This is an optimization exercise on Yosys and OpenROAD, whose aim is small area and a short achievable clock period, not a production implementation. Where RTL was checked, it was by simulation tests only, not by an equivalence proof against the original. Power and IR drop assume default switching activity.

== the reference run ==
==> flow/design.v <==
module Interface (
	input clk,
	input rst,
	input [30*4-1:0] taps,   
	input [29:0] found,
	output ext_on,           
	output rotp,             
	output reg [4:0] which,
	output reg TX
);
localparam [2:0] IDLE = 3'd0, IDLEC = 3'd1, SELECT = 3'd2, SEND = 3'd3, RESET = 3'd4;
reg [2:0] state;
reg [3:0] i;
reg [2:0] fsm;
reg [3:0] bit_count;
reg [8:0] clk_count;
reg       upper;         
reg       last;          
assign ext_on = (state == RESET) | (state == IDLEC);
wire load = (fsm == 3'd1);
assign rotp = load & (i >= 4'd2) & (i <= 4'd6);
integer k;
reg [4:0] hi;
always @(*) begin
	hi = 5'd0;
	for (k = 0; k < 30; k = k + 1)
		if (found[k]) hi = k;
end
reg [3:0] tcode;
always @(posedge clk) tcode <= taps[which*4 +: 4];
reg [3:0] tap;           
always @(*) begin
	case (tcode[3:2])
		2'b00: tap = (tcode[1:0] == 2'b00) ? 4'd8 : {2'b00, tcode[1:0]};
		2'b01: tap = {2'b01, tcode[1:0]};
		2'b10: tap = 4'd9;
		default: tap = tcode[1] ? 4'd10 : 4'd0;
	endcase
end
always @(posedge clk) begin
	if (rst) begin
		state <= IDLE;
	end else begin
		case (state)
			IDLE, IDLEC: begin
				if (found != 30'd0) begin
					state <= SELECT;
					which <= hi;
				end else
					state <= IDLE;
			end
			SELECT: begin
				state <= SEND;
				i <= 4'd0;
			end
			SEND: begin
				if (load) i <= i + 4'd1;
				if (i == 4'd8) i <= 4'd9;
				if (i == 4'd9) state <= RESET;
			end
			default: state <= IDLEC;
		endcase
	end
end
wire drl = (state == SEND) & (i != 4'd9);
always @(posedge clk) begin
	if (rst) begin
		fsm <= 3'd0;
		TX <= 1'b1;
	end else begin
		case (fsm)
			3'd0: if (drl) fsm <= 3'd1;
			3'd1: begin
				fsm <= 3'd2;
				upper <= (i == 4'd0) | (i == 4'd7);
				last <= (i == 4'd7);
			end
			3'd2: begin
				fsm <= 3'd3;
				bit_count <= 4'd10;
			end
			3'd3: begin
				fsm <= 3'd4;
				bit_count <= bit_count - 4'd1;
				clk_count <= 9'd432;
				case (bit_count)
					4'd10: TX <= 1'b0;
					4'd9: TX <= upper ? ~last : tap[0];
					4'd8: TX <= upper | tap[1];
					4'd7: TX <= upper | tap[2];
					4'd6: TX <= upper | tap[3];
					4'd1: TX <= 1'b1;
					default: TX <= upper;
				endcase
			end
			3'd4: begin
				clk_count <= clk_count - 9'd1;
				if (clk_count == 9'd0) fsm <= 3'd5;
			end
			3'd5: fsm <= (bit_count == 4'd0) ? 3'd0 : 3'd3;
			default: fsm <= 3'd0;
		endcase
	end
end
endmodule
module SearchModule #(parameter SEED = 1351) (
	input clk,
	input rst,
	input enan,            
	input ext,             
	input rot,             
	input boot,            
	input bootend,         
	input [10:0] sl,       
	output reg found,
	output [3:0] tap       
);
localparam [1:0] PW = 2'd0, PC = 2'd1, PR = 2'd2, PF = 2'd3;
localparam [10:0] S0 = 11'b10000000000;
localparam [10:0] INIT = 11'b10000000000;
reg [32:0] r;
reg [2:0]  b;       
reg [2:0]  m;       
reg [1:0]  ph;
reg [10:0] cnt;
reg [10:0] st;
reg [3:0]  c0, c1, c2, c3, c4, c5;
assign tap = c5;
wire shifting = (ph != PW);
wire fail2    = (ph == PF) & cnt[9];
wire resp     = fail2 | ext;
wire w_end    = (ph == PW) & (boot ? bootend : (cnt[0] & cnt[5]));
wire fin      = (ph == PC) & st[2];
wire [4:0] din = r[29:25] & {~(m[2] & (m[1] | m[0])), ~m[2], ~(m[2] | (m[1] & m[0])), ~(m[2] | m[1]), ~(m[2] | m[1] | m[0])};
wire inrange  = ~din[4] & (din[3:0] != 4'd0) & (din[3:0] <= 4'd10);
wire valid    = (b == 3'd7) & enan & (ph == PC) & ~st[3] & ~st[2] & inrange;
wire run      = (ph == PR) & ~found;
wire low0     = (cnt[9:0] == 10'd0);
wire stinit   = (st == INIT);
wire found_set = run & low0 & ~cnt[10];
wire fail_set  = run & stinit & ~low0;
function [3:0] tcode(input [3:0] p);
	tcode = {p[3] & (p[1] | p[0]), p[2] | (p[3] & p[1]), p[1:0]};
endfunction
function tapv(input [3:0] t, input [10:0] s);
	reg a, b;
	begin
		case (t[1:0]) 2'd0: a = s[8]; 2'd1: a = s[1]; 2'd2: a = s[2]; default: a = s[3]; endcase
		case (t[1:0]) 2'd0: b = s[4]; 2'd1: b = s[5]; 2'd2: b = s[6]; default: b = s[7]; endcase
		case (t[3:2]) 2'd0: tapv = a; 2'd1: tapv = b; 2'd2: tapv = s[9]; default: tapv = s[10] & t[1]; endcase
	end
endfunction
wire fb = st[0] ^ (tapv(c5, st) & tapv(c4, st)) ^ tapv(c3, st) ^ tapv(c2, st) ^ tapv(c1, st) ^ tapv(c0, st);
wire [3:0] dcode = tcode(din[3:0]);
wire cfb = cnt[0] ^ cnt[2] ^ (cnt[10:1] == 10'd0);
wire prfb = r[32] ^ r[22] ^ r[2] ^ r[1];
wire seedbit = |(sl & SEED[10:0]);
always @(posedge clk) begin
	r <= {boot ? seedbit : shifting ? prfb : r[0], r[32:1]};
	if (rst)
		b <= 3'd0;
	else if (shifting)
		b <= b + 3'd1;
	if (shifting & (b == 3'd0))
		m <= 3'd0;
	else if (resp)
		m <= b;
	if (rst | fail2 | (found & ext)) begin
		ph <= PW;
		found <= 1'b0;
	end else begin
		if (w_end) ph <= PC;
		if (fin) ph <= PR;
		if (fail_set) ph <= PF;
		if (found_set) found <= 1'b1;
	end
	if (fail2 | (found & ext) | fin | fail_set)
		cnt <= S0;
	else
		cnt <= {cfb, cnt[10:1]};
	if ((ph == PW) | fin)
		st <= INIT;
	else if (valid | ((ph == PC) & st[3]))
		st <= {1'b0, st[10:1]};
	else if (run)
		st <= {fb, st[10:1]};
	if (valid & ~st[4]) begin
		c0 <= (st[9] && dcode == c0) ? 4'b1100 : dcode;
		{c5, c4, c3, c2, c1} <= {c4, c3, c2, c1, c0};
	end else if (rot) begin
		{c5, c4, c3, c2, c1, c0} <= {c4, c3, c2, c1, c0, c5};
	end
end
endmodule
module FPGA (
	input clk,
	input rst,
	input start,
	output wire TX,
	output reg found_smth,
	output wire startedmod,
	output wire [29:0] found_mods
);
reg start_S;
reg started;
reg started_o;     
reg [5:0] gcnt;      
wire boot = (gcnt != 6'd33);
wire bootend = (gcnt == 6'd32);
wire [10:0] sl;
genvar j;
generate
for (j = 0; j < 11; j = j + 1) begin: SL
	assign sl[j] = (gcnt == j + 1);
end
endgenerate
wire [30*4-1:0] taps;
wire [29:0] found;
wire ext_on, rotp;
wire [4:0] which;
wire enan = started | start_S;
assign startedmod = started_o;
assign found_mods = found;
Interface interfejs (
	.clk    (clk),
	.rst    (rst),
	.taps   (taps),
	.found  (found),
	.ext_on (ext_on),
	.rotp   (rotp),
	.which  (which),
	.TX     (TX)
);
genvar g;
generate
for (g = 0; g < 30; g = g + 1) begin: Trololo
	SearchModule #(.SEED(1351 + g)) szukacz (
		.clk     (clk),
		.rst     (rst),
		.enan    (enan),
		.ext     (ext_on & (which == g)),
		.rot     (rotp & (which == g)),
		.boot    (boot),
		.bootend (bootend),
		.sl      (sl),
		.found   (found[g]),
		.tap     (taps[g*4 +: 4])
	);
end
endgenerate
always @(posedge clk) begin
	if (rst) begin
		found_smth <= 1'b0;
		start_S <= 1'b0;
		started <= 1'b0;
		started_o <= 1'b0;
		gcnt <= 6'd0;
	end else begin
		if (boot) gcnt <= gcnt + 6'd1;
		if (!start) start_S <= 1'b1;
		if (start_S) started <= 1'b1;
		if (start_S) started_o <= 1'b1;
		found_smth <= (found != 30'd0);
	end
end
endmodule
clock: 8.0 ns
lec_check: 0
cap_margin: 20
core_margin: 2
core_utilization: 40
cts_buf_list: sky130_fd_sc_hd__clkbuf_16
cts_cluster_diameter: 120
cts_cluster_size: 28
setup_slack_margin: 5
slew_margin: 20
run.sh (not shown) runs the stock make flow with config.mk's settings and CLKGATE_MAP_FILE= SYNTH_SCRIPT=/design/flow/synth_recipe.tcl, a recipe that flattens the netlist after the stock synthesis.
Input changes introduced in the trial run (baseline for comparison: the reference run):
diff --git a/flow/design.v b/flow/design.v
--- a/flow/design.v
+++ b/flow/design.v
@@ -62,8 +62,10 @@
 		endcase
 	end
 end
 wire drl = (state == SEND) & (i != 4'd9);
+always @(posedge clk)
+	clk_count <= (fsm == 3'd3) ? 9'd432 : clk_count - 9'd1;
 always @(posedge clk) begin
 	if (rst) begin
 		fsm <= 3'd0;
 		TX <= 1'b1;
@@ -81,9 +83,8 @@
 			end
 			3'd3: begin
 				fsm <= 3'd4;
 				bit_count <= bit_count - 4'd1;
-				clk_count <= 9'd432;
 				case (bit_count)
 					4'd10: TX <= 1'b0;
 					4'd9: TX <= upper ? ~last : tap[0];
 					4'd8: TX <= upper | tap[1];
@@ -93,9 +94,8 @@
 					default: TX <= upper;
 				endcase
 			end
 			3'd4: begin
-				clk_count <= clk_count - 9'd1;
 				if (clk_count == 9'd0) fsm <= 3'd5;
 			end
 			3'd5: fsm <= (bit_count == 4'd0) ? 3'd0 : 3'd3;
 			default: fsm <= 3'd0;
@@ -217,8 +217,12 @@
 wire [30*4-1:0] taps;
 wire [29:0] found;
 wire ext_on, rotp;
 wire [4:0] which;
+wire [3:0] hi_dec = 4'b0001 << which[4:3];
+wire [7:0] lo_dec = 8'b00000001 << which[2:0];
+wire [3:0] xa = hi_dec & {4{ext_on}};
+wire [3:0] ra = hi_dec & {4{rotp}};
 wire enan = started | start_S;
 assign startedmod = started_o;
 assign found_mods = found;
 Interface interfejs (
@@ -237,10 +241,10 @@
 	SearchModule #(.SEED(1351 + g)) szukacz (
 		.clk     (clk),
 		.rst     (rst),
 		.enan    (enan),
-		.ext     (ext_on & (which == g)),
-		.rot     (rotp & (which == g)),
+		.ext     (xa[g / 8] & lo_dec[g % 8]),
+		.rot     (ra[g / 8] & lo_dec[g % 8]),
 		.boot    (boot),
 		.bootend (bootend),
 		.sl      (sl),
 		.found   (found[g]),
## What came out
- Compared with the reference run, the trial run shows a higher data required time of the critical path.
- The reference run → the trial run: worst setup timing slack at the placement stage saw an increase, hold slack saw an increase.
- Final net count (the trial run vs. the reference run) decreases slightly
- The setup slack of the trial run was superior to that of the reference run.
- Looking at wire length on met3, the trial run sits 1500 um above the reference run.
- On proportion of cell area occupied by registers: the trial run sits above the reference run.
- Relative to the reference run, the power per standard cell area measured on the trial run has increased by more than 10%.
- Diff the reference run..the trial run | starting density of the core | negligible
- Of the reference run and the trial run, the reference run shows the lower total power, with the trial run above it.
No functional check of the RTL was part of the trial run.

separate check: timing with driven ports:
The results above use ideal ports. As a check the final layouts listed here were re-extracted and re-timed, cells and wires unchanged. Step 1, drivers: a clkbuf_16 drives clk and a buf_2 each remaining input, both assumed. Step 2 adds t to the input delays and takes it off the output delays; t is the mean of the earliest and latest rising clock arrival at the registers after step 1. Input paths then give back, and output paths get back, about the clock's delay inside the block. Three values: no drivers, after step 1, after step 2; two values: the first two.
| run | t, ns | setup WS [ns] | worst setup path after step 2 | worst register clock-pin slew, ns | worst data-port slew with drivers (ns) |
|---|---|---|---|---|---|
| the reference run | 0.885 | 4.974 / 4.886 / 4.307 | input to register | 0.12 / 0.12 | 0.04 |
| the trial run | 0.893 | 4.986 / 4.897 / 4.571 | input to register | 0.12 / 0.12 | 0.05 |
After both steps setup and hold are still met in every run listed. For the reference run, which loses most, drivers alone change the setup slack by -0.088 ns; drivers and shift together by -0.667 ns.
